What follows belongs to an exercise in optimizing a design on an open flow for small area; a production flow would make more cautious choices. Where RTL was checked, it was by simulation tests only, not by an equivalence proof against the original. For runs 5 to 7, only the layout was checked, not whether the RTL still works. No activity file was given, so power comes from the tool's default toggle rates.

--- design/flow/flow/run.sh ---
#!/bin/bash
# Layout: the standard flow (standard.sh) with these changes:
#  - synthesis is ORFS's synth.tcl run through synth_recipe.tcl as standard.sh
#    does, except that ABC maps the logic with flow/area.abc (area mapping)
#    instead of ORFS's speed script; registers are mapped before ABC runs, so
#    they are the standard synthesis's
#  - the port buffers buffer_ports inserts are buf_1 cells
#  - CTS uses clkbuf_8 with smaller sink clusters and inserts no dummy loads
# make's full output goes to standard.log in the work folder; ORFS's per-step
# logs stay under orfs/logs.
set -euo pipefail
W=$(pwd)
export BUFFER_PORTS_ARGS="-buffer_cell sky130_fd_sc_hd__buf_1"
export CTS_ARGS="-sink_clustering_enable -repair_clock_nets -dont_use_dummy_load -buf_list sky130_fd_sc_hd__clkbuf_8 -sink_clustering_size 18 -sink_clustering_max_diameter 60"
awk -v s="$W/flow/area.abc" '{print} /source .*synth_preamble.tcl/ {print "set abc_args [lreplace $abc_args 1 1 " s "]"}' \
  "$FLOW_HOME/scripts/synth.tcl" > "$W/flow_synth.tcl"
grep -q "lreplace" "$W/flow_synth.tcl"
sed "s#source \$::env(SCRIPTS_DIR)/synth.tcl#source $W/flow_synth.tcl#" "$W/synth_recipe.tcl" > "$W/flow_synth_recipe.tcl"
grep -q "flow_synth.tcl" "$W/flow_synth_recipe.tcl"
sed "s#SYNTH_SCRIPT=$W/synth_recipe.tcl#SYNTH_SCRIPT=$W/flow_synth_recipe.tcl#" "$W/standard.sh" > "$W/flow_standard.sh"
grep -q "flow_synth_recipe.tcl" "$W/flow_standard.sh"
bash "$W/flow_standard.sh" > standard.log 2>&1
--- design/flow/flow/area.abc ---
strash
dc2
dch
amap
--- design/flow/standard.sh ---
#!/bin/bash
# synth_recipe.tcl (not shown) runs the flow's synth.tcl, then flattens the netlist and writes it again
# the make line also repeats each setting of config.mk as NAME=value (left out here)
make -C /OpenROAD-flow-scripts/flow DESIGN_CONFIG=/design/flow/config.mk WORK_HOME=/design/flow/orfs CLKGATE_MAP_FILE= SYNTH_SCRIPT=/design/flow/synth_recipe.tcl "${@:-finish}"
--- design/flow/config.mk ---
export PLATFORM = sky130hd
export DESIGN_NAME = ICMP
export DESIGN_NICKNAME = ICMP
export VERILOG_FILES = /design/flow/design.v
export SDC_FILE = /design/flow/constraint.sdc
export NUM_CORES = 4
export LEC_CHECK = 0
export CAP_MARGIN = 20
export CORE_MARGIN = 2
export CORE_UTILIZATION = 40
export SLEW_MARGIN = 20
--- design/flow/constraint.sdc ---
create_clock -name core_clock -period 5.0 [get_ports {clock}]
set_input_delay 1.0000 -clock core_clock [delete_from_list [all_inputs] [get_ports {clock}]]
set_output_delay 1.0000 -clock core_clock [all_outputs]
set_load 0.01 [all_outputs]
--- design/flow/design.v ---
`timescale 1ns / 1ps
module ICMP(readmode,sendmode,hardreset,inputdata,typeoficmpin,codein,restofheaderin,clock,outputmessage,outputvalid,restofheaderout,typeoficmpout,codeout);
input hardreset;
input [31:0] inputdata;
input [31:0] restofheaderin;
input [7:0] typeoficmpin;
input [7:0] codein;
input clock;
input readmode;
input sendmode;
output [31:0] outputmessage;
output outputvalid;
output reg [31:0] restofheaderout;
output reg [7:0] typeoficmpout;
output reg [7:0] codeout;
reg [3:0] cnt;
reg ms, mr;
reg [15:0] h0, h1, h2, h3, h4;
reg [15:0] l1, l2, l3, l4;
reg [15:0] lo;
wire idle   = (cnt == 4'd0);
wire s_e1   = ms & (cnt == 4'd1);
wire rot    = ms & (cnt >= 4'd4);
wire accum  = ms & (cnt >= 4'd4) & (cnt <= 4'd8);
wire first  = ms & (cnt == 4'd4);
wire swin   = ms & (idle | (cnt >= 4'd9));
wire rwin   = mr & (idle | (cnt >= 4'd5));
always @(posedge clock) begin
  if (hardreset) begin
    cnt <= 4'd0;
    ms <= 1'b0;
    mr <= 1'b0;
  end else if (idle) begin
    mr <= readmode;
    ms <= sendmode & ~readmode;
    cnt <= {3'b000, readmode | sendmode};
  end else if ((ms & (cnt == 4'd12)) | (mr & (cnt == 4'd6))) begin
    cnt <= 4'd0;
  end else begin
    cnt <= cnt + 4'd1;
  end
end
wire [15:0] acc_op = first ? 16'd8 : lo;
wire [15:0] lo_op  = first ? 16'd0 : l1;
wire [15:0] sum = acc_op + h0 + lo_op;
always @(posedge clock) begin
  h4 <= rot ? h0 : inputdata[31:16];
  h3 <= s_e1 ? restofheaderin[31:16] : h4;
  h2 <= s_e1 ? {typeoficmpin, codein} : h3;
  h1 <= h2;
  h0 <= h1;
  l1 <= rot ? l2 : inputdata[15:0];
  l2 <= l3;
  l3 <= l4;
  l4 <= s_e1 ? restofheaderin[15:0] : l1;
  lo <= accum ? sum : l1;
end
always @(posedge clock) begin
  if (hardreset) begin
    restofheaderout <= 32'd0;
    typeoficmpout <= 8'd0;
    codeout <= 8'd0;
  end else begin
    if (mr & (cnt == 4'd2)) begin
      typeoficmpout <= h4[15:8];
      codeout <= h4[7:0];
    end
    if (mr & (cnt == 4'd3))
      restofheaderout <= {h4, l1};
  end
end
assign outputvalid = swin;
assign outputmessage = ({32{swin}} & {h0, lo}) | ({32{rwin}} & {h3, l4});
endmodule
==> flow_summary.json, run 1 <==
{
  "synth_top_area_frac": 0.588,
  "final_cells": 1051,
  "final_common_cell": "dfxtp_1",
  "diodes": 0,
  "status": "finished clean",
  "ys_types": 25,
  "postSynthCellCount": 633,
  "whs_ns": 0.308,
  "die_x_um": 139,
  "place_ws_ns": 0.290,
  "cts_resized": 0,
  "row_count": 49,
  "area_delta_synth_final_pct": 17.3,
  "antenna_found_initial": 0,
  "vias": 5708,
  "synthArstFlopShare": 0,
  "wl_um": 20600,
  "synthFlopType": "dfxtp_1",
  "postCtsSetupRepairBufs": 0,
  "synth_nets": 752,
  "yosys-top-cells-area": "dfxtp_1, o22a_1, o221a_1, fa_1, ha_1",
  "leakagePower_nw": 3.14,
  "syn-cell-area_sq_um": 7290,
  "final_area_sq_um": 8550,
  "port_buffers": 164,
  "cp_max_fo": 7,
  "io_pins": 165,
  "ctsHoldBuffers": 0,
  "critPathCaptureType": "flip-flop",
  "gp_congestion": 0.820,
  "dp_hpwl_um": 13700,
  "grt_use_total": 0.208,
  "max_freq_mhz": 217,
  "p_per_area_nw_per_um2": 432,
  "drc": 0,
  "synth.avg_cell_area_sq_um": 11.5,
  "setup_viol": 0,
  "coreArea_sq_um": 17900,
  "r2r_start": "cnt[1]",
  "critPathRequiredTime_ns": 5.44,
  "dieArea_sq_um": 19300,
  "path_class": "flip-flop to flip-flop",
  "hp-start": "h1[9]",
  "placed_cells": 1035,
  "wl_per_cell_um": 19.6,
  "hold_viol": 0,
  "drive_gt1_frac": 0.0450,
  "grt_max_degree": 55,
  "max_stage_delay_ns": 0.43,
  "cts_buffer_depth": 3,
  "final.setup.tns_ns": 0,
  "yosys_warnings": 1,
  "cts_tree": "built",
  "finalClockSkew_ns": 0.0307,
  "drtPass1Iterations": 4,
  "start_util": 0.407,
  "holdCritPathClass": "flip-flop to flip-flop",
  "slowest_stage": "fa_1",
  "ys_seq_elements": 214,
  "finalNetCount": 943,
  "slew_headroom": 0.293,
  "yosys.area.top_type": "dfxtp_1",
  "period_minus_slack_ns": 4.61,
  "ys_seq_area_frac": 0.588,
  "crit_path_frequent_cell": "nor2_1",
  "cts_buffers": 16,
  "htree_levels": 1,
  "worstMarginPinSlew_ns": 1.06,
  "vias_per_cell": 5.43,
  "critPathLaunchType": "flip-flop",
  "clock-sinks": 214,
  "placed_area_sq_um": 8310,
  "slew_violations": 0,
  "postRouteAntennaNets": 0,
  "drt_iter0_drc": 250,
  "cap_violations": 0,
  "rsz0062_at_grt": "no",
  "worst_slack_ns": 0.389,
  "clkLatencyLatePin_ns": 0.48,
  "overflow": 0,
  "fin_crit_sh": 0.922,
  "layout_common_cells": "dfxtp_1, buf_1, o22a_1, clkinv_1, nor2_1",
  "grt_pass1_vias": 5832,
  "startpoint": "cnt[1]",
  "grt_pass1_wl_um": 32100,
  "cts_root_buffer": "clkbuf_8",
  "die_y_um": 139,
  "ir_worst_vdd_mv": 0.224,
  "synth_edf_count": 0,
  "clk_pin_slew_worst_paths_ns": 0.11,
  "fillCellCount": 1714,
  "cp.arrival_ns": 5.05
}
cells in the mapped netlist, types with 2 or more instances:
| cell | count |
|---|---|
| dfxtp_1 | 214 |
| o32ai_1 | 6 |
| o21bai_1 | 2 |
| ha_1 | 19 |
| o22a_1 | 78 |
| o22ai_1 | 3 |
| a211oi_1 | 2 |
| nor2_1 | 60 |
| a21oi_1 | 26 |
| nor3_1 | 8 |
| nand2_1 | 28 |
| clkinv_1 | 60 |
| o21ai_0 | 28 |
| nor2b_1 | 11 |
| fa_1 | 16 |
| a22o_1 | 15 |
| a221oi_1 | 3 |
| o221a_1 | 43 |
| o21a_1 | 5 |
per-stage QoR:
step | total power [mW] | util
3_5_place_dp | 2.92 | 0.464
3_3_place_gp | 2.89 | 0.463
5_1_grt | 3.91 | 0.477
6_report | 3.69 | 0.477
2_1_floorplan | 2.61 | -
4_1_cts | 3.72 | 0.477
worst max-delay path, delay by kind of cell (launching register included):
| kind | cells | cell delay (ns) |
|---|---|---|
| buffers and inverters | 4 | 0.39 |
| adders and majority gates | 4 | 1.10 |
| AOI/OAI and AO/OA | 7 | 1.37 |
| DFF | 1 | 0.38 |
| and+or+nand+nor | 14 | 1.32 |
power breakdown:
| part | total (mW) | internal [mW] | switching (mW) |
|---|---|---|---|
| Sequential | 2.01 | 1.90 | 0.106 |
| Combinational | 0.879 | 0.350 | 0.529 |
| Clock | 0.804 | 0.290 | 0.513 |
worst paths after layout:
path             to  slack, ns  cells past startpoint
min reg2reg   h0[9]       0.31                      0
min           h0[9]       0.31                      0
max          lo[15]       0.39                     29
max reg2reg  lo[15]       0.39                     29
metal layers:
layer / routed length [um] / GRT usage / up-vias
met1: 8980 / 0.276 / 2781
met3: 1320 / 0.0363 / 30
met5: 0 / 0 / -
met2: 9930 / 0.355 / 196
met4: 349 / 0.0548 / 0
li1: - / - / 2701
cells by family (layout without fill, tap and decap cells):
family,Yosys count,after routing,share of synthesized area
buffers and inverters,60,249,0.0309
and+or+nand+nor,109,109,0.0620
AOI/OAI and AO/OA,215,215,0.243
DFF,214,214,0.588
adders and majority gates,35,35,0.0766
final cells by class:
cell class                 count  area (sq um)  area share
clock buffer                  16           220      0.0258
timing repair buffer         173           703      0.0823
tap                          229           287      0.0335
multi-input combinational    359          2830       0.331
inverter                      60           225      0.0264
sequential                   214          4280       0.501
state kept, by name, indices dropped and copies added (netlist names):
| signal | count |
|---|---|
| restofheaderout | 32 |
| h0 | 16 |
| h1 | 16 |
| h2 | 16 |
| h3 | 16 |
| h4 | 16 |
| l1 | 16 |
| l2 | 16 |
| l3 | 16 |
| l4 | 16 |
| lo | 16 |
| codeout | 8 |
| typeoficmpout | 8 |
| cnt | 4 |
| mr | 1 |
| ms | 1 |
==> run 2: changes to the inputs <==
==> design/flow/flow/area.abc (replaced) <==
&get -n
&st
&dch
&nf
&st
&syn2
&if -g -K 6
&synch2
&nf
&st
&syn2
&if -g -K 6
&synch2
&nf
&st
&syn2
&if -g -K 6
&synch2
&nf
&st
&syn2
&if -g -K 6
&synch2
&nf
&st
&syn2
&if -g -K 6
&synch2
&nf
&put
buffer -c
topo
stime -c
upsize -c
dnsize -c
==> run 2 against run 1 <==
Effect of this change:
- still clean
- wire length decreased by 7.4%
- clock power grew 3.1%
- register-to-register slack improved by 0.37 ns
- largest power group unchanged
==> flow_summary.json, run 2 <==
{
  "status": "finished clean",
  "setup_viol": 0,
  "final_util": 0.463,
  "cts_buffer_depth": 3,
  "clkLatencyLatePin_ns": 0.52,
  "dieArea_sq_um": 20800,
  "cts_resized": 0,
  "layout_common_cells": "dfxtp_1, buf_1, nand2_1, mux2_1, a21oi_1",
  "synth_top_area_frac": 0.546,
  "yosys.area.top_type": "dfxtp_1",
  "use_met3": 0.0421,
  "drt_iter0_drc": 180,
  "worstMarginPinSlew_ns": 0.912,
  "gr-usage-met1": 0.241,
  "cp_cell_sequence": "inv_1 -> ha_1 -> nand4_1 -> buf_4 -> and2_1 -> fa_1 -> ha_1 -> a21o_1 -> a21o_1 -> a21o_1 -> a211oi_2 -> xnor2_1 -> o21bai_1 -> a211o_1",
  "cts_buffers": 17,
  "leakagePower_nw": 3.43,
  "postCtsSetupRepairBufs": 0,
  "grt_pass1_wl_um": 29400,
  "cap_violations": 0,
  "row_count": 51,
  "vias": 5418,
  "final_area_sq_um": 8960,
  "synth_most_common_cell": "dfxtp_1",
  "grt_use_total": 0.185,
  "syn-cell-area_sq_um": 7850,
  "start_util": 0.406,
  "synthMuxAreaShare": 0.116,
  "multi_input_area_sq_um": 3380,
  "path_delay_family": "compound AO/OA/AOI/OAI gates",
  "globalRouteMet2Util": 0.313,
  "cts_root_buffer": "clkbuf_8",
  "io_pins": 165,
  "slowest_stage": "nand4_1",
  "coreArea_sq_um": 19300,
  "ys_types": 46,
  "postSynthCellCount": 725,
  "hold_viol": 0,
  "port_buffers": 164,
  "drtPass1Iterations": 4,
  "synth_nets": 844,
  "cp_max_fo": 17,
  "ff_latch_area_sq_um": 4280,
  "cp.arrival_ns": 4.61,
  "largest_register_ffs": 32,
  "p_total_mw": 3.58,
  "clock-sinks": 214,
  "final.setup.tns_ns": 0,
  "finalClockSkew_ns": 0.0402,
  "slew_violations": 0,
  "wl_um": 19100,
  "synth_edf_count": 0,
  "critPathRequiredTime_ns": 5.37,
  "power_frac_seq": 0.547,
  "die_y_um": 144,
  "synth-xor-area-share": 0.0167,
  "overflow": 0,
  "vias_per_cell": 4.76,
  "synth_compound_area_frac": 0.115,
  "max_stage_delay_ns": 0.52,
  "final_common_cell": "dfxtp_1",
  "swShare": 0.300,
  "drc": 0,
  "synthArstFlopShare": 0,
  "dp_hpwl_um": 13600,
  "antenna_found_initial": 0,
  "synthFlopType": "dfxtp_1",
  "comb_power_share": 0.221,
  "die_x_um": 144,
  "ctsHoldBuffers": 0,
  "crit_path_frequent_cell": "a21o_1",
  "area_delta_synth_final_pct": 14.1,
  "drive_gt1_frac": 0.0619,
  "synth_simple_gate_area_share": 0.106,
  "synthAdderAreaFrac": 0.0711,
  "p_int_mw": 2.51,
  "slew_headroom": 0.391,
  "rsz0062_at_grt": "no",
  "ys_seq_area_frac": 0.546,
  "max_freq_mhz": 236,
  "htree_levels": 1,
  "placed_area_sq_um": 8720,
  "top_register": "restofheaderout",
  "postRouteAntennaNets": 0,
  "critPathBufInv": 2,
  "p_per_area_nw_per_um2": 400,
  "diodes": 0,
  "gp_congestion": 0.870,
  "ys_seq_elements": 214,
  "path_class": "flip-flop to flip-flop",
  "ir_worst_vdd_mv": 0.191,
  "fillCellCount": 1901,
  "critPathLaunchType": "flip-flop",
  "grt_max_degree": 40,
  "clk_pin_slew_worst_paths_ns": 0.11,
  "holdCritPathClass": "flip-flop to flip-flop",
  "busiest_layer": "met2",
  "wl_per_cell_um": 16.8,
  "power.switching_mw": 1.07,
  "synth.avg_cell_area_sq_um": 10.8,
  "yosys_warnings": 1,
  "cts_tree": "built",
  "yosys-top-cells-area": "dfxtp_1, mux2_1, nand2_1, fa_1, a21oi_1",
  "synth_top_family_by_area": "multiplexers",
  "yosys-top-cells-count": "dfxtp_1, nand2_1, mux2_1, a21oi_1, a22o_1",
  "finalNetCount": 994,
  "period_minus_slack_ns": 4.24,
  "clockPowerShare": 0.231,
  "grt_pass1_vias": 5504,
  "critPathCaptureType": "flip-flop",
  "whs_ns": 0.289,
  "fin_crit_sh": 0.848
}
[run 2: cell types whose count changed in the layout (fill, tap and decap cells not counted), sizes merged, moves of 10 or more]
cell	before	now
o22a	78	0
mux2	0	79
a21o	0	11
and2	0	26
inv	3	13
a22o	15	32
nand2	28	127
a21oi	26	58
o221a	43	0
clkinv	57	0
nor2	60	8
[run 2: power by group through the flow]
stage / Sequential, mW / Combinational, mW / Clock, mW
final: 1.96 / 0.793 / 0.829
after global routing: 1.98 / 0.894 / 0.921
after floorplan: 1.96 / 0.583 / 0
after global placement: 2.00 / 0.796 / 0
after CTS: 1.96 / 0.805 / 0.861
after detailed placement: 2.00 / 0.801 / 0
[run 2: final cells by class]
| cell class | instances | area share |
|---|---|---|
| timing repair buffer | 172 | 0.0756 |
| sequential | 214 | 0.478 |
| clock buffer | 17 | 0.0261 |
| inverter | 13 | 0.00545 |
| tap | 265 | 0.0370 |
| multi-input combinational | 457 | 0.377 |
[run 2: routing by layer]
layer	share of wire	routed length (um)
met1	0.46	8780
met2	0.46	8800
met3	0.057	1080
met4	0.021	397
met5	0	0
[run 2: kinds of logic after synthesis]
group	after synthesis
AND/OR/NAND/NOR	186
XOR/XNOR	15
AO/OA/AOI/OAI	140
adder cells (fa/ha/maj)	35
buffers and inverters	54
flip-flops	214
multiplexers	81
[run 2: per-stage QoR]
stage / setup WS, ns / cells
3_5_place_dp: 0.791 / 1121
6_report: 0.761 / 1138
2_1_floorplan: 1.47 / 725
3_3_place_gp: 0.935 / 1121
4_1_cts: 0.762 / 1138
5_1_grt: 0.399 / 1138
[run 2: path summary, 6_finish.rpt]
| path | start | to | slack (ns) | cells after the start |
|---|---|---|---|---|
| min | l3[15] | l2[15] | 0.29 | 0 |
| min reg2reg | l3[15] | l2[15] | 0.29 | 0 |
| max | cnt[0] | lo[15] | 0.76 | 14 |
| max reg2reg | cnt[0] | lo[15] | 0.76 | 14 |
==> run 3: changes to the inputs <==
--- a/design/flow/flow/run.sh
+++ b/design/flow/flow/run.sh
@@ -11,7 +11,7 @@
 set -euo pipefail
 W=$(pwd)
 export BUFFER_PORTS_ARGS="-buffer_cell sky130_fd_sc_hd__buf_1"
-export CTS_ARGS="-sink_clustering_enable -repair_clock_nets -dont_use_dummy_load -buf_list sky130_fd_sc_hd__clkbuf_8 -sink_clustering_size 18 -sink_clustering_max_diameter 60"
+export CTS_ARGS="-sink_clustering_enable -repair_clock_nets -dont_use_dummy_load -buf_list sky130_fd_sc_hd__clkbuf_4 -sink_clustering_size 10 -sink_clustering_max_diameter 40"
 awk -v s="$W/flow/area.abc" '{print} /source .*synth_preamble.tcl/ {print "set abc_args [lreplace $abc_args 1 1 " s "]"}' \
   "$FLOW_HOME/scripts/synth.tcl" > "$W/flow_synth.tcl"
 grep -q "lreplace" "$W/flow_synth.tcl"
==> design/flow/flow/area.abc (replaced) <==
strash
dc2
dch
amap
==> run 3 against run 2 <==
Effect of this change:
- final area is 4.4% lower
- wire length is 8.4% higher
- setup slack worse by 0.40 ns
- cell count is 6.3% lower
- clock-buffer cell count is 12 higher
- sequential power is 3% higher
- critical path depth is 13 higher
- synthesized cell count is 13% lower
- worst hold slack better by 0.0031 ns
==> flow_summary.json, run 3 <==
{
  "status": "finished clean",
  "die_x_um": 139,
  "worstMarginPinSlew_ns": 1.09,
  "area_delta_synth_final_pct": 17.5,
  "die_y_um": 139,
  "cts_buffers": 29,
  "clk_pin_slew_worst_paths_ns": 0.11,
  "clockPowerShare": 0.215,
  "slowest_stage": "fa_1",
  "ff2ff_setup_slack_ns": 0.36,
  "critPathCaptureType": "flip-flop",
  "hp-start": "h1[5]",
  "p_per_area_nw_per_um2": 431,
  "grt_use_total": 0.210,
  "yosys-top-cells-count": "dfxtp_1, o22a_1, clkinv_1, nor2_1, o221a_1",
  "antenna_found_initial": 1,
  "ff2ff_path_depth": 27,
  "ff_latch_area_sq_um": 4280,
  "yosys-top-cells-area": "dfxtp_1, o22a_1, o221a_1, fa_1, ha_1",
  "vias_per_cell": 5.43,
  "drc": 0,
  "leakagePower_nw": 3.17,
  "synth_compound_area_frac": 0.243,
  "final_common_cell": "dfxtp_1",
  "yosys.area.top_type": "dfxtp_1",
  "cap_violations": 0,
  "multi_input_area_sq_um": 2840,
  "gp_congestion": 0.820,
  "coreArea_sq_um": 17900,
  "grt_pass1_vias": 5935,
  "hold_viol": 0,
  "synth_most_common_cell": "dfxtp_1",
  "fin_crit_sh": 0.928,
  "drive_gt1_frac": 0.0646,
  "slew_violations": 0,
  "synth_nets": 752,
  "ys_seq_elements": 214,
  "synthArstFlopShare": 0,
  "p_total_mw": 3.69,
  "yosys_warnings": 1,
  "fillCellCount": 1705,
  "final_area_sq_um": 8570,
  "port_buffers": 164,
  "crit_path_frequent_cell": "nor2_1",
  "postRouteAntennaNets": 0,
  "power.switching_mw": 1.17,
  "cts_buffer_depth": 3,
  "setup_viol": 0,
  "grt_max_degree": 55,
  "ir_worst_vdd_mv": 0.212,
  "cts_root_buffer": "clkbuf_4",
  "io_pins": 165,
  "period_minus_slack_ns": 4.64,
  "holdPathEnd": "h0[5]",
  "synth.avg_cell_area_sq_um": 11.5,
  "top_register": "restofheaderout",
  "wl_per_cell_um": 19.4,
  "synth_top_area_frac": 0.588,
  "finalClockSkew_ns": 0.0579,
  "ys_seq_area_frac": 0.588,
  "row_count": 49,
  "final.setup.tns_ns": 0,
  "slew_headroom": 0.277,
  "max_freq_mhz": 215,
  "comb_power_share": 0.240,
  "power_frac_seq": 0.544,
  "rr_endpoint": "lo[15]",
  "dieArea_sq_um": 19300,
  "htree_levels": 1,
  "final_util": 0.478,
  "r2r_start": "cnt[0]",
  "whs_ns": 0.292,
  "cp_max_fo": 22,
  "clkLatencyLatePin_ns": 0.64,
  "start_util": 0.407,
  "syn-cell-area_sq_um": 7290,
  "postSynthCellCount": 633,
  "critPathLaunchType": "flip-flop",
  "vias": 5790,
  "holdCritPathClass": "flip-flop to flip-flop",
  "path_class": "flip-flop to flip-flop",
  "hold_path_depth": 0,
  "grt_pass1_wl_um": 32300,
  "cts_tree": "built",
  "overflow": 0,
  "synth_top_family_by_area": "compound AO/OA/AOI/OAI gates",
  "synth_simple_gate_area_share": 0.0620,
  "cp.arrival_ns": 5.16,
  "rsz0062_at_grt": "no",
  "finalNetCount": 957,
  "p_int_mw": 2.52,
  "max_stage_delay_ns": 0.46,
  "dp_hpwl_um": 13700,
  "drtPass1Iterations": 4,
  "clock-sinks": 214,
  "synthFlopType": "dfxtp_1",
  "drt_iter0_drc": 254,
  "swShare": 0.316,
  "layout_common_cells": "dfxtp_1, buf_1, o22a_1, nor2_1, clkinv_1",
  "largest_register_ffs": 32,
  "wl_um": 20700,
  "startpoint": "cnt[0]",
  "critPathRequiredTime_ns": 5.52,
  "synthMuxAreaShare": 0,
  "synth-xor-area-share": 0,
  "ys_types": 25,
  "synth_edf_count": 0,
  "placed_area_sq_um": 8310,
  "synthAdderAreaFrac": 0.0766
}
## run 3: cell count changes after synthesis, sizes merged, moves of 11 or more
cell    previous run  this run
inv               13         0
o221a              0        43
o22a               0        78
and2              26         0
clkinv             0        60
clkbuf            25         0
mux2              79         0
a21o              11         0
buf               16         0
a22o              32        15
nor2               8        60
a21oi             58        26
nand2            127        28
## run 3: worst max-delay path by stage
stage | depth (start not counted) | to | slack, ns
3_5_place_dp | 29 | lo[15] | 0.29
6_report | 27 | lo[15] | 0.36
3_3_place_gp | 29 | lo[15] | 0.47
5_1_grt | 29 | lo[15] | 0.0006
4_1_cts | 29 | lo[15] | 0.18
2_1_floorplan | 29 | lo[15] | 0.38
## run 3: repair_timing
item,CTS,global route
gates resized for setup,0,8
setup buffers,0,1
endpoints found under the setup margin,0,1
hold buffers,0,0
## run 3: worst max-delay path: cells and delay by family (launching register included)
| kind | cells | cell delay [ns] |
|---|---|---|
| buffers and inverters | 4 | 0.60 |
| and+or+nand+nor | 14 | 1.35 |
| AOI/OAI and AO/OA | 6 | 1.24 |
| adders and majority gates | 3 | 0.95 |
| DFF | 1 | 0.36 |
## run 3: logic make-up after synthesis
logic type                 Yosys count
DFF                                214
buffers and inverters               60
adders and majority gates           35
AOI/OAI and AO/OA                  215
and+or+nand+nor                    109
## run 3: area by class of cell
cell class	count	area share
flip-flops and latches	214	0.500
multi-input cells	359	0.331
repair buffers	174	0.0830
well taps	229	0.0335
inverters	60	0.0263
clock buffers	29	0.0254
diodes	1	0.000292
## run 3: routing by layer
layer	routed length, um	track usage	vias to the layer above
met5	0	0	-
met3	1260	0.0432	46
met4	550	0.0670	0
li1	-	-	2740
met1	9070	0.272	2819
met2	9780	0.352	185
## run 3: power groups by stage
stage / combinational [mW] / sequential [mW] / clock [mW]
finish: 0.887 / 2.01 / 0.795
global route: 0.996 / 2.03 / 0.887
CTS: 0.876 / 2.01 / 0.823
detailed placement: 0.871 / 2.05 / 0
global placement: 0.847 / 2.04 / 0
floorplan: 0.586 / 2.02 / 0
## run 3: per-stage QoR
stage | setup WS, ns | std cells
3_3_place_gp | 0.470 | 1034
5_1_grt | 0.000635 | 1066
2_1_floorplan | 0.383 | 633
6_report | 0.358 | 1066
4_1_cts | 0.182 | 1064
3_5_place_dp | 0.290 | 1035
==> run 4: changes to the inputs <==
--- a/design/flow/flow/run.sh
+++ b/design/flow/flow/run.sh
@@ -11,7 +11,7 @@
 set -euo pipefail
 W=$(pwd)
 export BUFFER_PORTS_ARGS="-buffer_cell sky130_fd_sc_hd__buf_1"
-export CTS_ARGS="-sink_clustering_enable -repair_clock_nets -dont_use_dummy_load -buf_list sky130_fd_sc_hd__clkbuf_4 -sink_clustering_size 10 -sink_clustering_max_diameter 40"
+export CTS_ARGS="-sink_clustering_enable -repair_clock_nets -dont_use_dummy_load -buf_list sky130_fd_sc_hd__clkbuf_16 -sink_clustering_size 30 -sink_clustering_max_diameter 80"
 awk -v s="$W/flow/area.abc" '{print} /source .*synth_preamble.tcl/ {print "set abc_args [lreplace $abc_args 1 1 " s "]"}' \
   "$FLOW_HOME/scripts/synth.tcl" > "$W/flow_synth.tcl"
 grep -q "lreplace" "$W/flow_synth.tcl"
==> run 4 against run 3 <==
Effect of this change:
- still clean
- area after synthesis stayed put
- non-clock buffer count fell by 1
- clock skew decreased by 0.011 ns
- worst hold slack gained 0.0066 ns
- total power rose by 3.8%
==> flow_summary.json, run 4 <==
{
  "grt_use_total": 0.207,
  "grt_pass1_vias": 5797,
  "wl_per_cell_um": 19.5,
  "cts_buffer_depth": 3,
  "setup_viol": 0,
  "synth_top_area_frac": 0.588,
  "synthArstFlopShare": 0,
  "die_y_um": 139,
  "vias_per_cell": 5.43,
  "ff2ff_setup_slack_ns": 0.39,
  "clk_pin_slew_worst_paths_ns": 0.10,
  "ff_latch_area_sq_um": 4280,
  "ir_worst_vdd_mv": 0.310,
  "power.switching_mw": 1.15,
  "dieArea_sq_um": 19300,
  "power_frac_seq": 0.525,
  "area_delta_synth_final_pct": 18.4,
  "holdCritPathClass": "flip-flop to flip-flop",
  "drtPass1Iterations": 5,
  "diodes": 0,
  "p_int_mw": 2.68,
  "synth_nets": 752,
  "final_common_cell": "dfxtp_1",
  "final_util": 0.482,
  "crit_path_frequent_cell": "nor2_1",
  "synth.avg_cell_area_sq_um": 11.5,
  "swShare": 0.299,
  "largest_register_ffs": 32,
  "yosys_warnings": 1,
  "hold_viol": 0,
  "coreArea_sq_um": 17900,
  "cap_violations": 0,
  "cts_root_buffer": "clkbuf_16",
  "slew_headroom": 0.284,
  "syn-cell-area_sq_um": 7290,
  "leakagePower_nw": 3.18,
  "critPathCaptureType": "flip-flop",
  "overflow": 0,
  "cp_max_fo": 7,
  "postRouteAntennaNets": 0,
  "multi_input_area_sq_um": 2830,
  "ys_seq_area_frac": 0.588,
  "vias": 5690,
  "finalNetCount": 939,
  "final.setup.tns_ns": 0,
  "row_count": 49,
  "grt_pass1_wl_um": 31900,
  "yosys-top-cells-area": "dfxtp_1, o22a_1, o221a_1, fa_1, ha_1",
  "drc": 0,
  "ctsHoldBuffers": 0,
  "cts_tree": "built",
  "antenna_found_initial": 0,
  "slowest_stage": "fa_1",
  "yosys.area.top_type": "dfxtp_1",
  "htree_levels": 1,
  "max_freq_mhz": 217,
  "ys_types": 25,
  "comb_power_share": 0.229,
  "p_per_area_nw_per_um2": 444,
  "status": "finished clean",
  "io_pins": 165,
  "slew_violations": 0,
  "yosys-top-cells-count": "dfxtp_1, o22a_1, clkinv_1, nor2_1, o221a_1",
  "gp_congestion": 0.820,
  "clock-sinks": 214,
  "fin_crit_sh": 0.922,
  "start_util": 0.407,
  "cp.arrival_ns": 5.02,
  "wl_um": 20400,
  "worstMarginPinSlew_ns": 1.07,
  "grt_max_degree": 55,
  "dp_hpwl_um": 13700,
  "top_register": "restofheaderout",
  "rsz0062_at_grt": "no",
  "critPathLaunchType": "flip-flop",
  "drt_iter0_drc": 263,
  "drive_gt1_frac": 0.0403,
  "die_x_um": 139,
  "fillCellCount": 1698,
  "path_class": "flip-flop to flip-flop",
  "synthFlopType": "dfxtp_1",
  "max_stage_delay_ns": 0.43,
  "cts_buffers": 12,
  "clockPowerShare": 0.246,
  "period_minus_slack_ns": 4.61,
  "postSynthCellCount": 633,
  "port_buffers": 164,
  "clkLatencyLatePin_ns": 0.47,
  "synth_most_common_cell": "dfxtp_1",
  "ys_seq_elements": 214,
  "layout_common_cells": "dfxtp_1, buf_1, o22a_1, clkinv_1, nor2_1",
  "finalClockSkew_ns": 0.0465,
  "synth_edf_count": 0,
  "critPathRequiredTime_ns": 5.41
}
run 4: changes by cell type in the layout (fill, tap and decap cells not counted), moves of 2 or more:
| cell | before | now |
|---|---|---|
| clkbuf_4 | 29 | 0 |
| inv_2 | 5 | 3 |
| clkinv_1 | 55 | 57 |
| clkbuf_16 | 0 | 12 |
run 4: power by group through the flow:
stage               registers, mW  logic [mW]  clock network [mW]
floorplan                    2.02       0.586                   0
global placement             2.04       0.847                   0
detailed placement           2.05       0.871                   0
CTS                          2.01       0.876               0.970
global route                 2.03       0.984                1.03
finish                       2.01       0.878               0.944
run 4: cells by family (layout without fill, tap and decap cells):
kind of cell	after synthesis	count (layout)	synth area share
compound gates	215	215	0.243
fa+ha+maj	35	35	0.0766
buf+inv	60	245	0.0309
flops	214	214	0.588
simple gates	109	109	0.0620
run 4: routing by layer:
layer | up-vias | part of all wire | global-route usage
met5 | - | 0 | 0
met4 | 0 | 0.023 | 0.0532
met3 | 35 | 0.059 | 0.0376
met2 | 186 | 0.48 | 0.352
met1 | 2777 | 0.44 | 0.274
li1 | 2692 | - | -
run 4: critical path: cells and delay by family (launching register included):
| family | cells | cell delay, ns |
|---|---|---|
| compound gates | 7 | 1.37 |
| fa+ha+maj | 4 | 1.10 |
| buf+inv | 4 | 0.39 |
| flops | 1 | 0.37 |
| simple gates | 14 | 1.34 |
run 4: repair_timing:
item / in CTS / in global routing
endpoints found under the setup margin: 0 / 2
setup buffers: 0 / 0
endpoints found under the hold margin: 0 / 0
gates resized for setup: 0 / 4
run 4: layout make-up:
| type | instances | area share |
|---|---|---|
| tap | 229 | 0.0332 |
| sequential | 214 | 0.497 |
| timing repair buffer | 173 | 0.0815 |
| clock buffer | 12 | 0.0348 |
| inverter | 60 | 0.0261 |
| multi-input combinational | 359 | 0.328 |
run 4: stage by stage:
stage / power [mW] / area [sq um] / setup slack (ns) / instances / hold slack [ns]
2_1_floorplan: 2.61 / 7290 / 0.383 / 633 / 0.310
3_3_place_gp: 2.89 / 8280 / 0.470 / 1034 / 0.310
3_5_place_dp: 2.92 / 8310 / 0.290 / 1035 / 0.312
4_1_cts: 3.86 / 8610 / 0.251 / 1047 / 0.304
5_1_grt: 4.05 / 8630 / 0.00659 / 1047 / 0.303
6_report: 3.83 / 8630 / 0.390 / 1047 / 0.299
run 4: worst paths after layout:
path	startpoint	end	cells after the start
max	cnt[1]	lo[15]	29
min	h1[11]	h0[11]	0
max reg2reg	cnt[1]	lo[15]	29
min reg2reg	h1[11]	h0[11]	0
==> run 5: changes to the inputs <==
--- a/design/flow/design.v
+++ b/design/flow/design.v
@@ -21,10 +21,11 @@
 wire idle   = (cnt == 4'd0);
 wire s_e1   = ms & (cnt == 4'd1);
 wire rot    = ms & (cnt >= 4'd4);
-wire accum  = ms & (cnt >= 4'd4) & (cnt <= 4'd8);
 wire first  = ms & (cnt == 4'd4);
 wire swin   = ms & (idle | (cnt >= 4'd9));
 wire rwin   = mr & (idle | (cnt >= 4'd5));
+wire lwin   = ms & (cnt == 4'd9);
+wire l4win  = (ms & (idle | (cnt >= 4'd10))) | rwin;
 always @(posedge clock) begin
   if (hardreset) begin
     cnt <= 4'd0;
@@ -53,7 +54,7 @@
   l2 <= l3;
   l3 <= l4;
   l4 <= s_e1 ? restofheaderin[15:0] : l1;
-  lo <= accum ? sum : l1;
+  lo <= sum;
 end
 always @(posedge clock) begin
   if (hardreset) begin
@@ -70,5 +71,6 @@
   end
 end
 assign outputvalid = swin;
-assign outputmessage = ({32{swin}} & {h0, lo}) | ({32{rwin}} & {h3, l4});
+assign outputmessage = {({16{swin}} & h0) | ({16{rwin}} & h3),
+                        ({16{lwin}} & lo) | ({16{l4win}} & l4)};
 endmodule
--- a/design/flow/flow/run.sh
+++ b/design/flow/flow/run.sh
@@ -11,7 +11,7 @@
 set -euo pipefail
 W=$(pwd)
 export BUFFER_PORTS_ARGS="-buffer_cell sky130_fd_sc_hd__buf_1"
-export CTS_ARGS="-sink_clustering_enable -repair_clock_nets -dont_use_dummy_load -buf_list sky130_fd_sc_hd__clkbuf_16 -sink_clustering_size 30 -sink_clustering_max_diameter 80"
+export CTS_ARGS="-sink_clustering_enable -repair_clock_nets -dont_use_dummy_load -buf_list sky130_fd_sc_hd__clkbuf_8 -sink_clustering_size 18 -sink_clustering_max_diameter 60"
 awk -v s="$W/flow/area.abc" '{print} /source .*synth_preamble.tcl/ {print "set abc_args [lreplace $abc_args 1 1 " s "]"}' \
   "$FLOW_HOME/scripts/synth.tcl" > "$W/flow_synth.tcl"
 grep -q "lreplace" "$W/flow_synth.tcl"
==> run 5 against run 4 <==
Effect of this change:
- flip-flop and latch count stayed put
- clock skew is 0.011 ns lower
- sequential power hardly changed
- worst hold slack worse by 0.013 ns
==> flow_summary.json, run 5 <==
{
  "status": "finished clean",
  "synth.avg_cell_area_sq_um": 10.2,
  "synth_most_common_cell": "dfxtp_1",
  "leakagePower_nw": 3.31,
  "p_per_area_nw_per_um2": 471,
  "wl_met1_um": 9410,
  "syn-cell-area_sq_um": 7300,
  "layout_common_cells": "dfxtp_1, buf_1, nor2_1, o22a_1, clkinv_1",
  "wl_met2_um": 8940,
  "rr_endpoint": "lo[15]",
  "path_depth": 29,
  "power_frac_seq": 0.502,
  "dieArea_sq_um": 19400,
  "startpoint": "cnt[1]",
  "synth_edf_count": 0,
  "vias_per_cell": 4.98,
  "max_freq_mhz": 215,
  "dp_hpwl_um": 12900,
  "ff2ff_setup_slack_ns": 0.34,
  "grt_use_total": 0.200,
  "ys_seq_area_frac": 0.587,
  "cp_max_fo": 7,
  "clkLatencyLatePin_ns": 0.50,
  "grt_max_degree": 53,
  "final_common_cell": "dfxtp_1",
  "final.setup.tns_ns": 0,
  "worstMarginPinSlew_ns": 1.02,
  "postRouteAntennaNets": 0,
  "worst_slack_ns": 0.341,
  "critPathRequiredTime_ns": 5.44,
  "die_y_um": 139,
  "rsz0062_at_grt": "no",
  "finalClockSkew_ns": 0.0356,
  "cts_buffer_depth": 3,
  "top_register": "restofheaderout",
  "critPathBufInv": 4,
  "synth_top_area_frac": 0.587,
  "cts_buffers": 17,
  "vias": 5684,
  "slew_violations": 0,
  "max_stage_delay_ns": 0.45,
  "whs_ns": 0.286,
  "dr_wl_met3_um": 1010,
  "drtPass1Iterations": 6,
  "ys_types": 26,
  "setup_viol": 0,
  "drc": 0,
  "row_count": 49,
  "place_ws_ns": 0.0399,
  "ir_worst_vdd_mv": 0.214,
  "ff2ff_path_depth": 29,
  "grt_pass1_vias": 5424,
  "largest_register_ffs": 32,
  "ys_seq_elements": 214,
  "port_buffers": 164,
  "wl_per_cell_um": 17.2,
  "path_class": "flip-flop to flip-flop",
  "hold_viol": 0,
  "postSynthCellCount": 715,
  "crit_path_frequent_cell": "nor2_1",
  "holdCritPathClass": "flip-flop to flip-flop",
  "drive_gt1_frac": 0.0483,
  "synthFlopType": "dfxtp_1",
  "period_minus_slack_ns": 4.66,
  "clockPowerShare": 0.206,
  "slew_headroom": 0.319,
  "grt_pass1_wl_um": 30000,
  "clock-sinks": 214,
  "die_x_um": 139,
  "htree_levels": 1,
  "critPathCaptureType": "flip-flop",
  "p_total_mw": 4.06,
  "yosys_warnings": 1,
  "critPathLaunchType": "flip-flop",
  "finalNetCount": 1032,
  "overflow": 0,
  "cp.arrival_ns": 5.09,
  "antenna_found_initial": 1,
  "placed_area_sq_um": 8320,
  "clk_pin_slew_worst_paths_ns": 0.11,
  "drt_iter0_drc": 232,
  "power.switching_mw": 1.31,
  "placed_cells": 1120,
  "fin_crit_sh": 0.932,
  "gp_congestion": 0.865,
  "yosys-top-cells-count": "dfxtp_1, nor2_1, clkinv_1, o22a_1, nor3_1",
  "start_util": 0.407,
  "area_delta_synth_final_pct": 18.1,
  "yosys-top-cells-area": "dfxtp_1, o22a_1, nor2_1, fa_1, clkinv_1",
  "cts_root_buffer": "clkbuf_8",
  "top_layer_used": "met4",
  "final_cells": 1141,
  "comb_power_share": 0.292,
  "coreArea_sq_um": 18000,
  "slowest_stage": "fa_1",
  "cap_violations": 0,
  "swShare": 0.322,
  "r2r_start": "cnt[1]",
  "path_delay_family": "simple AND/OR/NAND/NOR gates",
  "final_util": 0.480,
  "cts_tree": "built",
  "endpoint": "lo[15]",
  "synthArstFlopShare": 0,
  "io_pins": 165,
  "wl_um": 19700,
  "yosys.area.top_type": "dfxtp_1",
  "synth_nets": 834,
  "p_int_mw": 2.76,
  "final_area_sq_um": 8630
}
[run 5: cell types whose count changed in the layout (fill, tap and decap cells not counted), sizes merged, moves of 6 or more]
| cell | delta |
|---|---|
| o22ai | +16 |
| clkbuf | +6 |
| nand3 | +8 |
| a21oi | -7 |
| o21ai | -22 |
| nor2 | +88 |
| o221a | -43 |
| a32o | +10 |
| a22o | -15 |
| o32ai | -6 |
| nor3 | +45 |
| nand2 | -13 |
| clkinv | +14 |
[run 5: worst register-to-register path, delay by kind of cell, from the launching register on]
kind	cells	cell delay [ns]
adder cells (fa/ha/maj)	4	1.25
AO/OA/AOI/OAI	7	1.10
AND/OR/NAND/NOR	14	1.53
flip-flops	1	0.35
buffers and inverters	4	0.36
[run 5: worst min path at each step]
stage,from,end,cells after the start
3_3_place_gp,h2[7],h1[7],0
3_5_place_dp,h1[12],h0[12],0
5_1_grt,h1[10],h0[10],0
6_report,h1[10],h0[10],0
2_1_floorplan,h1[0],h0[0],0
4_1_cts,h1[10],h0[10],0
[run 5: logic make-up after synthesis]
kind of cell	count (synthesis)	synth area share
simple gates	244	0.143
flops	214	0.587
compound gates	147	0.156
buf+inv	75	0.0385
fa+ha+maj	35	0.0764
[run 5: final cells by class]
| type | instances | area [sq um] |
|---|---|---|
| inverters | 75 | 284 |
| clock buffers | 17 | 234 |
| multi-input cells | 426 | 2770 |
| fillers | 1784 | 9340 |
| diodes | 1 | 2.50 |
| repair buffers | 179 | 764 |
| well taps | 229 | 287 |
| flip-flops and latches | 214 | 4290 |
[run 5: timing repair]
action	in CTS	in global routing
endpoints found under the setup margin	1	1
gates resized for setup	1	9
hold buffers	0	0
pin swaps	0	1
setup buffers	0	1
[run 5: layer usage]
layer | GRT usage | vias up
met1 | 0.276 | 2652
met5 | 0 | -
met3 | 0.0356 | 23
met4 | 0.0340 | 0
li1 | - | 2852
met2 | 0.334 | 157
[run 5: power groups by stage]
stage | Combinational [mW] | Sequential (mW) | Clock [mW]
after detailed placement | 1.19 | 2.08 | 0
after global routing | 1.38 | 2.07 | 0.928
final | 1.19 | 2.04 | 0.838
after floorplan | 0.895 | 2.05 | 0
after CTS | 1.20 | 2.04 | 0.870
after global placement | 1.17 | 2.08 | 0
==> run 6: changes to the inputs <==
==> design/flow/flow/area.abc (replaced) <==
strash
dc2
dc2
dch -f
amap
==> run 6 against run 5 <==
Effect of this change:
- still clean on timing, DRC and antenna
- total power increased by 6.9%
- setup slack improved by 0.0037 ns
- sequential share of layout area increased by 0.39 points
- cell count decreased by 7.2%
- core utilization about the same
- fmax about the same
- sequential power increased by 4%
- combinational power increased by 18%
- critical path type unchanged
- largest power group unchanged
==> flow_summary.json, run 6 <==
{
  "grt_use_total": 0.201,
  "cts_buffer_depth": 3,
  "p_per_area_nw_per_um2": 508,
  "status": "finished clean",
  "antenna_found_initial": 0,
  "final_common_cell": "dfxtp_1",
  "coreArea_sq_um": 17800,
  "clk_pin_slew_worst_paths_ns": 0.10,
  "yosys_warnings": 1,
  "critPathLaunchType": "flip-flop",
  "vias": 5563,
  "cts_buffers": 17,
  "p_int_mw": 2.87,
  "start_util": 0.405,
  "clkLatencyLatePin_ns": 0.50,
  "diodes": 0,
  "synth_top_area_frac": 0.592,
  "drtPass1Iterations": 5,
  "leakagePower_nw": 3.19,
  "area_delta_synth_final_pct": 18.4,
  "slew_violations": 0,
  "clockPowerShare": 0.189,
  "final_cells": 1059,
  "slew_headroom": 0.325,
  "ys_seq_elements": 214,
  "die_y_um": 138,
  "die_x_um": 138,
  "crit_path_frequent_cell": "nor2_1",
  "postSynthCellCount": 632,
  "fin_crit_sh": 0.931,
  "cts_tree": "built",
  "grt_pass1_vias": 5942,
  "fillCellCount": 1689,
  "period_minus_slack_ns": 4.65,
  "top_register": "restofheaderout",
  "hold_viol": 0,
  "ys_seq_area_frac": 0.592,
  "largest_register_ffs": 32,
  "synthArstFlopShare": 0,
  "yosys-top-cells-count": "dfxtp_1, clkinv_1, o22a_1, nor2_1, o221a_1",
  "drc": 0,
  "worstMarginPinSlew_ns": 1.01,
  "cap_violations": 0,
  "dieArea_sq_um": 19200,
  "synth.avg_cell_area_sq_um": 11.4,
  "finalClockSkew_ns": 0.0496,
  "final_area_sq_um": 8560,
  "postRouteAntennaNets": 0,
  "whs_ns": 0.291,
  "holdCritPathClass": "flip-flop to flip-flop",
  "syn-cell-area_sq_um": 7230,
  "yosys-top-cells-area": "dfxtp_1, o22a_1, o221a_1, fa_1, clkinv_1",
  "wl_per_cell_um": 18.7,
  "final.setup.tns_ns": 0,
  "swShare": 0.339,
  "place_ws_ns": 0.120,
  "power.switching_mw": 1.47,
  "placed_area_sq_um": 8260,
  "layout_common_cells": "dfxtp_1, buf_1, o22a_1, clkinv_1, nor2_1",
  "row_count": 49,
  "yosys.area.top_type": "dfxtp_1",
  "wl_um": 19800,
  "ys_types": 27,
  "slowest_stage": "fa_1",
  "grt_pass1_wl_um": 31000,
  "port_buffers": 164,
  "critPathRequiredTime_ns": 5.39,
  "max_freq_mhz": 215,
  "io_pins": 165,
  "finalNetCount": 951,
  "synthFlopType": "dfxtp_1",
  "synth_most_common_cell": "dfxtp_1",
  "gp_congestion": 0.865,
  "ctsHoldBuffers": 0,
  "htree_levels": 1,
  "path_class": "flip-flop to flip-flop",
  "cp.arrival_ns": 5.05,
  "overflow": 0,
  "comb_power_share": 0.322,
  "vias_per_cell": 5.25,
  "dp_hpwl_um": 13300,
  "ir_worst_vdd_mv": 0.249,
  "drt_iter0_drc": 288,
  "critPathCaptureType": "flip-flop",
  "power_frac_seq": 0.489,
  "clock-sinks": 214,
  "max_stage_delay_ns": 0.47,
  "ff2ff_setup_slack_ns": 0.35,
  "placed_cells": 1037,
  "setup_viol": 0,
  "cts_root_buffer": "clkbuf_8",
  "synth_nets": 751,
  "drive_gt1_frac": 0.0590,
  "worst_slack_ns": 0.345,
  "synth_edf_count": 0,
  "grt_max_degree": 51,
  "cp_max_fo": 7
}
-- run 6: cell types whose count changed in the layout (fill, tap and decap cells not counted), moves of 4 or more --
cell / before / now
buf_4: 12 / 16
a22oi_1: 0 / 16
nor3_1: 51 / 3
o221a_1: 0 / 32
nand2_1: 15 / 21
nor2_1: 145 / 57
o21a_1: 7 / 11
-- run 6: timing repair --
item                                    in CTS  in global routing
resized for setup                            0                 13
setup buffers                                0                  5
endpoints found under the setup margin       0                  2
-- run 6: cells by family (layout without fill, tap and decap cells) --
family | count (synthesis) | in the layout | synth area share
AOI/OAI and AO/OA | 196 | 196 | 0.225
and+or+nand+nor | 114 | 114 | 0.0676
adders and majority gates | 35 | 35 | 0.0771
DFF | 214 | 214 | 0.592
buffers and inverters | 73 | 271 | 0.0379
-- run 6: metal layers --
layer	wire length [um]	vias up	GRT usage
li1	-	2677	-
met1	8540	2685	0.254
met2	9450	166	0.344
met3	1290	35	0.0416
met4	500	0	0.0671
met5	0	-	0
-- run 6: cell type report --
cell class / instances / area (sq um) / area share
sequential: 214 / 4290 / 0.501
clock buffer: 17 / 234 / 0.0273
timing repair buffer: 181 / 751 / 0.0877
inverter: 73 / 278 / 0.0324
tap: 229 / 287 / 0.0335
multi-input combinational: 345 / 2730 / 0.318
-- run 6: path summary, 6_finish.rpt --
path | startpoint | endpoint | depth (start not counted)
hold / removal | h2[14] | h1[14] | 0
hold reg to reg | h2[14] | h1[14] | 0
setup / recovery | cnt[0] | lo[15] | 26
setup reg to reg | cnt[0] | lo[15] | 26
-- run 6: critical path, delay by kind of cell (launching register included) --
family	cells	cell delay, ns
compound gates	8	1.18
fa+ha+maj	4	1.26
buf+inv	1	0.09
flops	1	0.35
simple gates	13	1.65
-- run 6: power groups by stage --
stage	Clock (mW)	Sequential (mW)	Combinational [mW]
floorplan	0	2.12	0.994
global placement	0	2.16	1.34
detailed placement	0	2.17	1.39
CTS	0.861	2.13	1.40
global route	0.919	2.15	1.60
finish	0.820	2.13	1.40
-- run 6: metrics by stage --
step | power, mW | util
after floorplan | 3.11 | -
after global placement | 3.49 | 0.463
after detailed placement | 3.56 | 0.463
after CTS | 4.39 | 0.476
after global routing | 4.67 | 0.480
final | 4.35 | 0.480
==> run 7: changes to the inputs <==
--- a/design/flow/design.v
+++ b/design/flow/design.v
@@ -21,7 +21,7 @@
 wire idle   = (cnt == 4'd0);
 wire s_e1   = ms & (cnt == 4'd1);
 wire rot    = ms & (cnt >= 4'd4);
-wire first  = ms & (cnt == 4'd4);
+wire first  = ms & (cnt == 4'd5);
 wire swin   = ms & (idle | (cnt >= 4'd9));
 wire rwin   = mr & (idle | (cnt >= 4'd5));
 wire lwin   = ms & (cnt == 4'd9);
@@ -41,9 +41,8 @@
     cnt <= cnt + 4'd1;
   end
 end
-wire [15:0] acc_op = first ? 16'd8 : lo;
-wire [15:0] lo_op  = first ? 16'd0 : l1;
-wire [15:0] sum = acc_op + h0 + lo_op;
+wire [15:0] acc_op = first ? h4 : lo;
+wire [15:0] sum = acc_op + h0 + l1 + 16'd2;
 always @(posedge clock) begin
   h4 <= rot ? h0 : inputdata[31:16];
   h3 <= s_e1 ? restofheaderin[31:16] : h4;
==> run 7 against run 6 <==
Effect of this change:
- clock skew grew 0.0040 ns
- final area shrank 0.63%
- combinational power about the same
- critical path type unchanged
==> flow_summary.json, run 7 <==
{
  "path_depth": 28,
  "row_count": 49,
  "dieArea_sq_um": 19100,
  "drc": 0,
  "critPathRequiredTime_ns": 5.41,
  "gp_congestion": 0.818,
  "r2r_start": "cnt[1]",
  "ctsHoldBuffers": 0,
  "crit_path_frequent_cell": "nor2_1",
  "endpoint": "lo[15]",
  "worst_slack_ns": 0.496,
  "ys_types": 26,
  "setup_viol": 0,
  "clk_pin_slew_worst_paths_ns": 0.10,
  "holdCritPathClass": "flip-flop to flip-flop",
  "synth_nets": 752,
  "grt_use_total": 0.193,
  "yosys-top-cells-area": "dfxtp_1, o22a_1, o221a_1, fa_1, clkinv_1",
  "cap_violations": 0,
  "final_util": 0.477,
  "coreArea_sq_um": 17800,
  "antenna_found_initial": 0,
  "cts_buffers": 16,
  "synthArstFlopShare": 0,
  "yosys-top-cells-count": "dfxtp_1, clkinv_1, o22a_1, nor2_1, a21oi_1",
  "critPathBufInv": 4,
  "vias": 5435,
  "cts_tree": "built",
  "vias_per_cell": 5.14,
  "cts_root_buffer": "clkbuf_8",
  "yosys.area.top_type": "dfxtp_1",
  "cp_max_fo": 4,
  "slew_violations": 0,
  "synthFlopType": "dfxtp_1",
  "rr_endpoint": "lo[15]",
  "slowest_stage": "fa_1",
  "htree_levels": 1,
  "largest_register_ffs": 32,
  "cp.arrival_ns": 4.92,
  "wl_um": 19300,
  "final_common_cell": "dfxtp_1",
  "clock-sinks": 214,
  "start_util": 0.404,
  "fin_crit_sh": 0.901,
  "grt_pass1_vias": 5352,
  "p_per_area_nw_per_um2": 504,
  "grt_pass1_wl_um": 29300,
  "startpoint": "cnt[1]",
  "synth_most_common_cell": "dfxtp_1",
  "ys_seq_elements": 214,
  "path_delay_family": "compound AO/OA/AOI/OAI gates",
  "clkLatencyLatePin_ns": 0.52,
  "synth_top_area_frac": 0.595,
  "port_buffers": 164,
  "worstMarginPinSlew_ns": 1.05,
  "finalNetCount": 948,
  "drive_gt1_frac": 0.0531,
  "io_pins": 165,
  "leakagePower_nw": 3.16,
  "place_ws_ns": 0.185,
  "die_x_um": 138,
  "slew_headroom": 0.301,
  "status": "finished clean",
  "postSynthCellCount": 634,
  "finalClockSkew_ns": 0.0536,
  "layout_common_cells": "dfxtp_1, buf_1, clkinv_1, o22a_1, nor2_1",
  "postRouteAntennaNets": 0,
  "yosys_warnings": 1,
  "max_stage_delay_ns": 0.50,
  "grt_max_degree": 53,
  "drtPass1Iterations": 4,
  "path_class": "flip-flop to flip-flop",
  "overflow": 0,
  "hold_viol": 0,
  "ff2ff_path_depth": 28,
  "period_minus_slack_ns": 4.50,
  "critPathLaunchType": "flip-flop",
  "cts_buffer_depth": 3,
  "die_y_um": 138,
  "area_delta_synth_final_pct": 18.1,
  "wl_per_cell_um": 18.2,
  "synth_edf_count": 0,
  "drt_iter0_drc": 298,
  "critPathCaptureType": "flip-flop",
  "diodes": 0,
  "dp_hpwl_um": 12600,
  "placed_area_sq_um": 8250,
  "syn-cell-area_sq_um": 7200,
  "ir_worst_vdd_mv": 0.289,
  "top_register": "restofheaderout",
  "final_cells": 1057,
  "synth.avg_cell_area_sq_um": 11.4,
  "max_freq_mhz": 222,
  "ff2ff_setup_slack_ns": 0.50,
  "final.setup.tns_ns": 0,
  "ys_seq_area_frac": 0.595,
  "final_area_sq_um": 8510,
  "fillCellCount": 1719,
  "placed_cells": 1038,
  "hp-start": "l4[14]"
}
## run 7: cell types whose count changed after synthesis, sizes merged, moves of 2 or more
cell / delta
nor2b: -10
nand3: -3
nor2: +4
o22a: -2
a32o: -11
nand2: -8
a21oi: +16
o21a: -2
and2: -2
a22o: +11
o22ai: +4
a21o: +2
clkinv: +2
## run 7: through the flow
stage | total power, mW | hold WS (ns)
floorplan | 3.10 | 0.310
global placement | 3.51 | 0.310
detailed placement | 3.52 | 0.312
CTS | 4.33 | 0.328
global route | 4.59 | 0.332
finish | 4.29 | 0.328
## run 7: worst min path at each step
stage	endpoint	slack (ns)	cells after the start
2_1_floorplan	h0[0]	0.31	0
3_3_place_gp	l2[0]	0.31	0
3_5_place_dp	h0[6]	0.31	0
4_1_cts	l3[14]	0.33	0
5_1_grt	l3[14]	0.33	0
6_report	l3[14]	0.33	0
## run 7: where the power goes
group | switching (mW) | internal (mW) | total [mW] | leakage, nW
combinational | 0.795 | 0.588 | 1.38 | 1.26
sequential | 0.124 | 1.97 | 2.10 | 1.79
clock | 0.518 | 0.290 | 0.808 | 0.115
## run 7: worst reg2reg max path: cells and delay by family, from the launching register on
kind	cells	cell delay [ns]
buffers and inverters	4	0.42
flip-flops	1	0.35
adder cells (fa/ha/maj)	3	1.05
AO/OA/AOI/OAI	9	1.38
AND/OR/NAND/NOR	12	1.19
## run 7: area by class of cell
class	count	area, sq um	area share
Sequential cell	214	4280	0.504
Inverter	75	285	0.0335
Tap cell	229	287	0.0337
Multi-Input combinational cell	345	2710	0.319
Clock buffer	16	220	0.0259
Timing Repair Buffer	178	721	0.0847
## run 7: timing repair
item	CTS	global route
endpoints found under the hold margin	0	0
setup buffers	0	3
endpoints found under the setup margin	0	2
gates resized for setup	0	7
## run 7: routing by layer
layer | GRT usage | up-vias | part of all wire
li1 | - | 2684 | -
met1 | 0.274 | 2564 | 0.47
met2 | 0.312 | 162 | 0.45
met3 | 0.0374 | 25 | 0.055
met4 | 0.0381 | 0 | 0.018
met5 | 0 | - | 0
## run 7: logic make-up (layout without fill, tap and decap cells)
group	count (synthesis)	in the layout	share of synthesized area
AND/OR/NAND/NOR	94	94	0.0524
adder cells (fa/ha/maj)	34	34	0.0747
AO/OA/AOI/OAI	217	217	0.239
buffers and inverters	75	269	0.0391
flip-flops	214	214	0.595
==> run 8: changes to the inputs <==
--- a/design/flow/design.v
+++ b/design/flow/design.v
@@ -21,7 +21,7 @@
 wire idle   = (cnt == 4'd0);
 wire s_e1   = ms & (cnt == 4'd1);
 wire rot    = ms & (cnt >= 4'd4);
-wire first  = ms & (cnt == 4'd5);
+wire hsel   = (cnt <= 4'd5);
 wire swin   = ms & (idle | (cnt >= 4'd9));
 wire rwin   = mr & (idle | (cnt >= 4'd5));
 wire lwin   = ms & (cnt == 4'd9);
@@ -41,15 +41,18 @@
     cnt <= cnt + 4'd1;
   end
 end
-wire [15:0] acc_op = first ? h4 : lo;
-wire [15:0] sum = acc_op + h0 + l1 + 16'd2;
+wire [15:0] h4_d = rot ? h0 : inputdata[31:16];
+wire [15:0] l1_d = rot ? l2 : inputdata[15:0];
+wire [15:0] acc_op = s_e1 ? l1_d : lo;
+wire [15:0] add_op = hsel ? h4_d : l1_d;
+wire [15:0] sum = acc_op + add_op + 16'd1;
 always @(posedge clock) begin
-  h4 <= rot ? h0 : inputdata[31:16];
+  h4 <= h4_d;
   h3 <= s_e1 ? restofheaderin[31:16] : h4;
   h2 <= s_e1 ? {typeoficmpin, codein} : h3;
   h1 <= h2;
   h0 <= h1;
-  l1 <= rot ? l2 : inputdata[15:0];
+  l1 <= l1_d;
   l2 <= l3;
   l3 <= l4;
   l4 <= s_e1 ? restofheaderin[15:0] : l1;
==> run 8 against run 7 <==
Effect of this change:
- still clean on timing, DRC and antenna
- sequential power hardly changed
- critical path depth rose by 2
- final area fell by 2.0%
- largest cell class unchanged
- highest routed layer unchanged
==> flow_summary.json, run 8 <==
{
  "status": "finished clean",
  "clockPowerShare": 0.202,
  "yosys_warnings": 1,
  "p_int_mw": 2.70,
  "drive_gt1_frac": 0.0678,
  "ir_worst_vdd_mv": 0.234,
  "row_count": 48,
  "synth_edf_count": 0,
  "synth.avg_cell_area_sq_um": 11.1,
  "swShare": 0.320,
  "grt_pass1_wl_um": 31600,
  "yosys-top-cells-count": "dfxtp_1, clkinv_1, o22ai_1, o22a_1, nor2_1",
  "holdPathEnd": "h1[14]",
  "cts_buffers": 16,
  "finalClockSkew_ns": 0.0448,
  "synth_most_common_cell": "dfxtp_1",
  "slew_violations": 0,
  "dieArea_sq_um": 18500,
  "top_register": "restofheaderout",
  "holdCritPathClass": "flip-flop to flip-flop",
  "yosys-top-cells-area": "dfxtp_1, o22ai_1, o22a_1, o221a_1, clkinv_1",
  "power_frac_seq": 0.522,
  "comb_power_share": 0.275,
  "cp_max_fo": 11,
  "diodes": 0,
  "ys_types": 25,
  "path_class": "flip-flop to flip-flop",
  "layout_common_cells": "dfxtp_1, buf_1, clkinv_1, o22ai_1, o22a_1",
  "critPathCaptureType": "flip-flop",
  "critPathLaunchType": "flip-flop",
  "slew_headroom": 0.381,
  "cap_violations": 0,
  "cts_root_buffer": "clkbuf_8",
  "power.switching_mw": 1.27,
  "gp_congestion": 0.865,
  "clock-sinks": 214,
  "die_y_um": 136,
  "coreArea_sq_um": 17200,
  "die_x_um": 136,
  "cts_buffer_depth": 3,
  "finalNetCount": 933,
  "postCtsSetupRepairBufs": 0,
  "syn-cell-area_sq_um": 6980,
  "synthFlopType": "dfxtp_1",
  "clkLatencyLatePin_ns": 0.51,
  "fin_crit_sh": 0.903,
  "final_cells": 1051,
  "period_minus_slack_ns": 4.52,
  "ys_seq_area_frac": 0.613,
  "overflow": 0,
  "wl_per_cell_um": 19.8,
  "wl_um": 20800,
  "port_buffers": 164,
  "critPathRequiredTime_ns": 5.44,
  "placed_cells": 1035,
  "ff2ff_setup_slack_ns": 0.48,
  "start_util": 0.407,
  "grt_max_degree": 35,
  "hp-start": "h2[14]",
  "synth_top_area_frac": 0.613,
  "p_per_area_nw_per_um2": 477,
  "ff2ff_path_depth": 30,
  "drc": 0,
  "slowest_stage": "dfxtp_2",
  "dp_hpwl_um": 14000,
  "vias_per_cell": 5.45,
  "postSynthCellCount": 628,
  "drt_iter0_drc": 348,
  "final_common_cell": "dfxtp_1",
  "hold_viol": 0,
  "cts_tree": "built",
  "cp.arrival_ns": 4.95,
  "vias": 5726,
  "area_delta_synth_final_pct": 19.3,
  "largest_register_ffs": 32,
  "clk_pin_slew_worst_paths_ns": 0.11,
  "ys_seq_elements": 214,
  "worstMarginPinSlew_ns": 0.926,
  "yosys.area.top_type": "dfxtp_1",
  "setup_viol": 0,
  "grt_use_total": 0.221,
  "leakagePower_nw": 3.08,
  "synth_nets": 733,
  "max_stage_delay_ns": 0.39,
  "postRouteAntennaNets": 0,
  "htree_levels": 1,
  "hold_path_depth": 0,
  "drtPass1Iterations": 4,
  "io_pins": 165,
  "r2r_start": "cnt[0]",
  "rr_endpoint": "lo[14]",
  "grt_pass1_vias": 5914,
  "max_freq_mhz": 221,
  "antenna_found_initial": 0,
  "whs_ns": 0.329,
  "crit_path_frequent_cell": "nor2_1",
  "synthArstFlopShare": 0
}
run 8: final cells by class:
cell class                 count  area, sq um
sequential                   214         4290
fill                        1653         8840
timing repair buffer         182          754
inverter                      91          347
tap                          225          282
clock buffer                  16          220
multi-input combinational    323         2440
run 8: worst max-delay path by stage:
stage                     slack [ns]     end         start
final                           0.48  lo[14]        cnt[0]
after global routing          -0.005  lo[14]        cnt[0]
after CTS                       0.49  lo[14]        cnt[0]
after detailed placement        0.45  lo[14]  inputdata[0]
after global placement          0.63  lo[14]  inputdata[0]
after floorplan                -1.50  lo[14]        cnt[2]
run 8: cells by family after synthesis:
| group | Yosys count | share of synthesized area |
|---|---|---|
| compound gates | 232 | 0.257 |
| flops | 214 | 0.613 |
| buf+inv | 91 | 0.0489 |
| simple gates | 70 | 0.0416 |
| fa+ha+maj | 21 | 0.0387 |
run 8: worst max-delay path: cells and delay by family (launching register included):
kind	cells	cell delay, ns
AO/OA/AOI/OAI	10	1.47
AND/OR/NAND/NOR	12	1.28
adder cells (fa/ha/maj)	3	0.79
buffers and inverters	5	0.52
flip-flops	1	0.39
run 8: layer usage:
layer,GRT usage,vias to the layer above,share of wire
li1,-,2706,-
met1,0.290,2755,0.44
met2,0.367,228,0.47
met3,0.0365,37,0.069
met4,0.0822,0,0.025
met5,0,-,0
run 8: repair_timing:
item,4_1_cts,5_1_grt
resized for setup,0,2
hold buffers,0,0
endpoints found under the setup margin,0,1
run 8: per-stage QoR:
step	total power, mW	utilization	setup WS (ns)	area (sq um)	setup TNS, ns
after floorplan	2.82	-	-1.50	7030	-8.84
after global placement	3.16	0.472	0.627	8110	0
after global routing	4.20	0.485	-0.00455	8330	-0.00455
after detailed placement	3.20	0.472	0.448	8110	0
after CTS	4.00	0.485	0.492	8330	0
final	3.97	0.485	0.485	8330	0
run 8: power groups by stage:
stage                     registers, mW  clock network (mW)  logic (mW)
final                              2.08               0.804        1.09
after global routing               2.10               0.888        1.21
after CTS                          2.08               0.832        1.09
after detailed placement           2.11                   0        1.08
after global placement             2.10                   0        1.05
after floorplan                    2.09                   0       0.735

==> static timing again, ports no longer ideal <==
How much do the figures lean on ideal ports? The routed layouts below were timed once more, with nothing changed but the port constraints. Step 1 (the two cells are an assumption about what drives the block):
set clk [get_ports {clock}]
set_driving_cell -lib_cell sky130_fd_sc_hd__clkbuf_16 $clk
set_driving_cell -lib_cell sky130_fd_sc_hd__buf_2 [delete_from_list [all_inputs] $clk]
Step 2 also shifts input and output timing later by t, the mid clock arrival at the registers, as if the neighbouring blocks saw the same clock. Slacks: ideal / step 1 / step 2; pairs: ideal / step 1.
| run | shift t [ns] | slack for setup (ns) | hold WS [ns] | clock arrival spread, ns | cell pins on the clock port's net |
|---|---|---|---|---|---|
| run 1 | 0.516 | 0.389 / 0.389 / 0.389 | 0.308 / 0.308 / 0.308 | 0.047 / 0.047 | 1 |
| run 2 | 0.537 | 0.761 / 0.761 / 0.761 | 0.289 / 0.289 / 0.289 | 0.041 / 0.040 | 1 |
| run 3 | 0.655 | 0.358 / 0.358 / 0.358 | 0.292 / 0.292 / 0.292 | 0.064 / 0.063 | 1 |
| run 4 | 0.490 | 0.390 / 0.390 / 0.390 | 0.299 / 0.299 / 0.299 | 0.048 / 0.047 | 1 |
| run 5 | 0.523 | 0.341 / 0.341 / 0.341 | 0.286 / 0.286 / 0.286 | 0.046 / 0.046 | 1 |
| run 6 | 0.512 | 0.345 / 0.345 / 0.345 | 0.291 / 0.291 / 0.291 | 0.050 / 0.050 | 1 |
| run 7 | 0.532 | 0.496 / 0.496 / 0.496 | 0.328 / 0.328 / 0.328 | 0.053 / 0.053 | 1 |
| run 8 | 0.522 | 0.485 / 0.485 / 0.461 | 0.329 / 0.329 / 0.329 | 0.045 / 0.045 | 1 |
After both steps every run listed still meets setup and hold. The setup slack of run 8, which loses most, moves by 0.000 ns with the drivers and by -0.024 ns with both steps.
